Source: an optimization exercise on an open RTL-to-GDS flow (aim: small area). Production flows keep margins and buffers that such runs may drop.
Only simulation tests tie the RTL to the original design; equivalence was not proved.

job 101:
Design cordic_pipeline, start of the top module:
module cordic_pipeline(clk, x0, y0, z0, out_x, out_y, out_z);
	input clk;
	input [15:0] x0, y0, z0;
	output [15:0] out_x, out_y, out_z;
	wire zc_1;
	wire zc_2;
	wire zf_3;
	wire zc_4;
	wire zc_5;
	wire zs_6;
	wire zo_7;
	wire zo_8;
	wire zo_9;
	wire zo_10;
	wire zo_11;
	wire zo_12;
	wire zo_13;
	wire z0s_14;
	wire z0c_15;
	wire z0s_16;
	wire z0c_17;
	wire z0s_18;
	wire z0c_19;
	wire z0s_20;
	wire z0c_21;
	wire z0s_22;
	wire z0c_23;
	wire z0s_24;
	wire z0c_25;
	wire z0s_26;
	wire z0c_27;
	wire z0s_28;
	wire z0c_29;
	wire z0i_30;
	wire z0i_31;
	wire z0p_32;
	wire z0i_33;
	wire z0p_34;
	wire z0i_35;
	wire z0p_36;
	wire z0k_37;
	wire z0s_38;
	wire z0c_39;
	wire z0s_40;
	wire z0c_41;
	wire z0s_42;
	wire z0c_43;
	wire z0s_44;
	wire z0c_45;
	wire z0i_46;
	wire z0i_47;
	wire z0p_48;
	wire z0i_49;
	wire z0p_50;
	wire z0i_51;
	wire z0p_52;
	wire z0k_53;
	wire z0s_54;
	wire z0c_55;
	wire z0s_56;
	wire z0c_57;
	wire z0s_58;
	wire z0i_59;
	wire z0i_60;
	wire z0p_61;
	wire z0i_62;
	wire zg_63;
	wire zh_64;
	wire z1s_65;
	wire z1c_66;
	wire z1s_67;
	wire z1c_68;
	wire z1s_69;
	wire z1c_70;
	wire z1s_71;
	wire z1c_72;
	wire z1s_73;
	wire z1c_74;
	wire z1s_75;
	wire z1c_76;
	wire z1s_77;
	wire z1c_78;
	wire z1i_79;
	wire z1i_80;
	wire z1p_81;
	wire z1i_82;
	wire z1p_83;
	wire z1k_84;
	wire z1s_85;
	wire z1c_86;
	wire z1s_87;
	wire z1i_88;
	wire z1i_89;
	wire zs_90;
	wire zg_91;
	wire zh_92;
	wire z2s_93;
	wire z2c_94;
	wire z2s_95;
	wire z2c_96;
	wire z2s_97;
  ...
export LEC_CHECK = 0
export CAP_MARGIN = 20
export CORE_MARGIN = 2
export CORE_UTILIZATION = 40
export CTS_BUF_LIST = sky130_fd_sc_hd__clkbuf_8 sky130_fd_sc_hd__clkbuf_16
export CTS_CLUSTER_DIAMETER = 60
export CTS_CLUSTER_SIZE = 20
export SLEW_MARGIN = 20
create_clock -name core_clock -period 4.0 [get_ports {clk}]
run.sh (not shown) runs the stock make flow with config.mk's settings and CLKGATE_MAP_FILE= SYNTH_SCRIPT=/design/flow/synth_recipe.tcl, a recipe that flattens the netlist after the stock synthesis.
Job 101: full flow OK, the timing, design-rule and antenna checks passed
> inputs changed (job 101 -> job 102)
--- a/flow/config.mk
+++ b/flow/config.mk
@@ -9,6 +9,6 @@
 export CORE_MARGIN = 2
 export CORE_UTILIZATION = 40
-export CTS_BUF_LIST = sky130_fd_sc_hd__clkbuf_8 sky130_fd_sc_hd__clkbuf_16
-export CTS_CLUSTER_DIAMETER = 60
-export CTS_CLUSTER_SIZE = 20
+export CTS_BUF_LIST = sky130_fd_sc_hd__clkbuf_16
+export CTS_CLUSTER_DIAMETER = 80
+export CTS_CLUSTER_SIZE = 40
 export SLEW_MARGIN = 20
[summary]
Job 102 ended with every stage complete and zero timing, DRC or antenna violations. Job 102 vs job 101, layout cell share with drive strength beyond 1 went down by 0.66 points. Taking job 101 as the reference, in job 102 core occupancy in the finished layout decreased 0.37 points; fraction of met3 tracks used by global routing decreased 0.39 points; area share of and/or/nand/nor cells after synthesis essentially unchanged; routed length on met3 decreased about 28%. Final hold violation count came out exactly the same in job 102 and job 101. Diff job 102..job 101 | number of maximum-capacitance violations | unchanged. Job 101 → job 102: routed wire length shows a reduction of 210 microns; global routing met1 resource utilization neither gained nor lost much.


cordic_pipeline, a different RTL version from the one above (not shown whole).
For scale: about 2000 cells after synthesis, about 97 I/O pins, roughly 0.025 sq mm of cells after synthesis.
==> flow/config.mk <==
export PLATFORM = sky130hd
export DESIGN_NAME = cordic_pipeline
export DESIGN_NICKNAME = cordic_pipeline
export VERILOG_FILES = /design/flow/design.v
export SDC_FILE = /design/flow/constraint.sdc
export NUM_CORES = 4
export LEC_CHECK = 0
export CAP_MARGIN = 20
export CORE_MARGIN = 2
export CORE_UTILIZATION = 70
export CTS_BUF_LIST = sky130_fd_sc_hd__clkbuf_8
export CTS_CLUSTER_DIAMETER = 60
export CTS_CLUSTER_SIZE = 20
export PLACE_DENSITY = 0.8
export SLEW_MARGIN = 20
==> flow/constraint.sdc <==
create_clock -name core_clock -period 4.0 [get_ports {clk}]
set_input_delay 0.8000 -clock core_clock [delete_from_list [all_inputs] [get_ports {clk}]]
set_output_delay 0.8000 -clock core_clock [all_outputs]
set_load 0.01 [all_outputs]
standard.sh (not shown) runs the stock make flow with config.mk's settings and CLKGATE_MAP_FILE= SYNTH_SCRIPT=/design/flow/synth_recipe.tcl, a recipe that flattens the netlist after the stock synthesis.
==> flow/flow/run.sh <==
#!/bin/bash
# Own layout flow: the standard synthesis, then a netlist clean-up that pushes inverters
# through full adders and xor/xnor cells (flow/invopt.py; registers and ports untouched),
# then the standard layout with smaller port buffers.
set -euo pipefail
R=orfs/results/${FLOW_PLATFORM}/cordic_pipeline/base
bash standard.sh synth > synth.log 2>&1
cp $R/1_2_yosys.v synth_netlist.v
python3 flow/invopt.py synth_netlist.v $R/1_2_yosys.v > invopt.log 2>&1
rm -f $R/1_synth.odb $R/1_synth.sdc
bash standard.sh BUFFER_PORTS_ARGS="-buffer_cell sky130_fd_sc_hd__buf_2" finish > layout.log 2>&1
Other scripts of this flow, unchanged in this note and not shown: flow/flow/invopt.py
Then changed:
--- a/flow/flow/run.sh
+++ b/flow/flow/run.sh
@@ -11 +11 @@
-bash standard.sh BUFFER_PORTS_ARGS="-buffer_cell sky130_fd_sc_hd__buf_2" finish > layout.log 2>&1
+bash standard.sh BUFFER_PORTS_ARGS="-buffer_cell sky130_fd_sc_hd__buf_1" finish > layout.log 2>&1
- CAP_MARGIN: 20 -> 5
- SLEW_MARGIN: 20 -> 5
The changed run finished clean. Routed wire length barely changes. Count of clock-buffer cells in the layout decreases by 3. Setup slack degrades by 39 ps. Critical path depth is unchanged. Non-clock buffer count is unchanged.
Then changed:
--- a/flow/flow/run.sh
+++ b/flow/flow/run.sh
@@ -11 +11 @@
-bash standard.sh BUFFER_PORTS_ARGS="-buffer_cell sky130_fd_sc_hd__buf_1" finish > layout.log 2>&1
+bash standard.sh BUFFER_PORTS_ARGS="-buffer_cell sky130_fd_sc_hd__buf_2" finish > layout.log 2>&1
- CAP_MARGIN: 5 -> 20
- CTS_BUF_LIST: sky130_fd_sc_hd__clkbuf_8 -> sky130_fd_sc_hd__clkbuf_4
- CTS_CLUSTER_DIAMETER: 60 -> 40
- CTS_CLUSTER_SIZE: 20 -> 12
- SLEW_MARGIN: 5 -> 20
The new run completed with no timing, DRC or antenna violations.
Sequential share of layout area went down by 0.49 points.
Cell area increases by 1.1%.
Synthesized area does not change.
Global-route usage climbs by 0.24 points.
Via count goes up by about 2.3%.
Non-clock buffer count came out higher by 1.
Cell count rises by about 2.1%.
Critical path depth does not change.
Routed wire length came out higher by about 1.8%.


Setup of P:
cordic_pipeline with an RTL version that a note above also has.
Size: ~600 flip-flops, roughly 0.027 sq mm of cells after synthesis.
Design cordic_pipeline, start of the top module:
module cordic_pipeline(clk, x0, y0, z0, out_x, out_y, out_z);
export LEC_CHECK = 0
export CAP_MARGIN = 20
export CORE_MARGIN = 2
export CORE_UTILIZATION = 40
export CTS_BUF_LIST = sky130_fd_sc_hd__clkbuf_8
export CTS_CLUSTER_SIZE = 25
export SLEW_MARGIN = 20
create_clock -name core_clock -period 4.0 [get_ports {clk}]
run.sh (not shown) runs the stock make flow with config.mk's settings and CLKGATE_MAP_FILE= SYNTH_SCRIPT=/design/flow/synth_recipe.tcl, a recipe that flattens the netlist after the stock synthesis.
Stock flow here: none of the scripts above is used.
Here is what was changed in the inputs of Q compared with P.
-- flow/config.mk --
<<< P, line 11
export CTS_BUF_LIST = sky130_fd_sc_hd__clkbuf_8
export CTS_CLUSTER_SIZE = 25
export SLEW_MARGIN = 20
>>> Q, line 11
export CTS_BUF_LIST = sky130_fd_sc_hd__clkbuf_8
export CTS_CLUSTER_DIAMETER = 60
export CTS_CLUSTER_SIZE = 20
export SLEW_MARGIN = 20
Results
- Comparing P and Q, the higher ratio of final minimum period to clock period is on P.
- The maximum number of pins on one net before global-route repair of Q exceeds that of P by 4.
- The wire length of the first global-routing pass in Q sits 1900 um below the value recorded for P.
Here is what was changed in the inputs of R compared with Q.
-- flow/config.mk --
<<< Q, line 10
export CORE_UTILIZATION = 40
export CTS_BUF_LIST = sky130_fd_sc_hd__clkbuf_8
export CTS_CLUSTER_DIAMETER = 60
export CTS_CLUSTER_SIZE = 20
export SLEW_MARGIN = 20
>>> R, line 10
export CORE_UTILIZATION = 40
export SLEW_MARGIN = 20
### Flow results
Re routed via count: Q and R aren't equal, and the lower value belongs to Q. Between Q and R, post-route minimum period is higher for R, Q comes in under that. Relative to Q, sequential share of cell area decreased by 1.6 points in R.
### R -> S
-- flow/config.mk --
<<< R, line 10
export CORE_UTILIZATION = 40
export SLEW_MARGIN = 20
>>> S, line 10
export CORE_UTILIZATION = 40
export CTS_BUF_LIST = sky130_fd_sc_hd__clkbuf_8
export CTS_CLUSTER_DIAMETER = 45
export CTS_CLUSTER_SIZE = 22
export SLEW_MARGIN = 20
## What came out
Critical path's largest stage delay: S < R. S: worst hold slack is 8.2 ps lower than what R reported. A critical path's slowest cell of fa_1 is what S shows, while clkdlybuf4s50_1 belongs to R.
Input changes introduced in T (baseline for comparison: S):
-- flow/config.mk --
<<< S, line 10
export CORE_UTILIZATION = 40
export CTS_BUF_LIST = sky130_fd_sc_hd__clkbuf_8
export CTS_CLUSTER_DIAMETER = 45
export CTS_CLUSTER_SIZE = 22
export SLEW_MARGIN = 20
>>> T, line 10
export CORE_UTILIZATION = 40
export CTS_BUF_LIST = sky130_fd_sc_hd__clkbuf_4 sky130_fd_sc_hd__clkbuf_8
export CTS_CLUSTER_DIAMETER = 50
export CTS_CLUSTER_SIZE = 16
export SLEW_MARGIN = 20
### Flow results
- Global-route wire length before repair of T is on par with S.
- Comparing S with T, the final critical path time including I/O delays and setup came out essentially unchanged.
- Global router's overall resource usage: S vs T — no meaningful difference
- S -> T: area used by multi-input combinational logic delta 0, exact match
- Number of non-clock buffers came out exactly the same in T and S.
- From S to T the numbers moved as follows: utilization went down, clock buffer count shows a reduction of 2.
- Relative to S, number of optimization iterations in the first detailed-route pass decreased by 1 in T.
- Looking at T and S, the transition time at the pin with the least slew margin is a wash.
- A endpoint of the most critical setup path of out_x[15] is what T shows, while x7_q_1200_r1 belongs to S.

afterwards: timing with drivers on the ports:
No port has a modelled driver above. Below, the same layouts with a new extraction and two added sets of constraints.
Step 1 sets driving cells, clkbuf_16 on the clock port and buf_2 on the other inputs (assumed; they add their load-dependent delay and slew).
Step 2 adds t to the input delays and takes it off the output delays; t is the mean of the earliest and latest rising clock arrival at the registers after step 1. Input paths then give back, and output paths get back, about the clock's delay inside the block.
Slacks: ideal ports / drivers / drivers and shift; pairs: ideal ports / drivers.
| run | shift t [ns] | setup slack, ns | worst setup path at the end | worst slew at a driven data input, ns |
|---|---|---|---|---|
| job 101 | 0.631 | 0.329 / 0.271 / 0.343 | register to register | 0.04 |
| job 102 | 0.667 | 0.281 / 0.221 / 0.321 | register to register | 0.04 |
| the first run of note 2 | 0.669 | 0.148 / 0.148 / 0.148 | register to register | 0.04 |
| the second run of note 2 | 0.665 | 0.109 / 0.109 / 0.109 | register to register | 0.03 |
| the third run of note 2 | 0.784 | 0.149 / 0.149 / 0.149 | register to register | 0.04 |
| P | 0.714 | 0.286 / 0.230 / 0.345 | register to register | 0.04 |
| Q | 0.689 | 0.308 / 0.251 / 0.347 | register to register | 0.04 |
| R | 0.663 | 0.294 / 0.235 / 0.332 | register to register | 0.04 |
| S | 0.691 | 0.292 / 0.286 / 0.292 | register to register | 0.04 |
| T | 0.709 | 0.293 / 0.236 / 0.349 | register to register | 0.04 |
After both steps setup and hold are still met in every run listed.
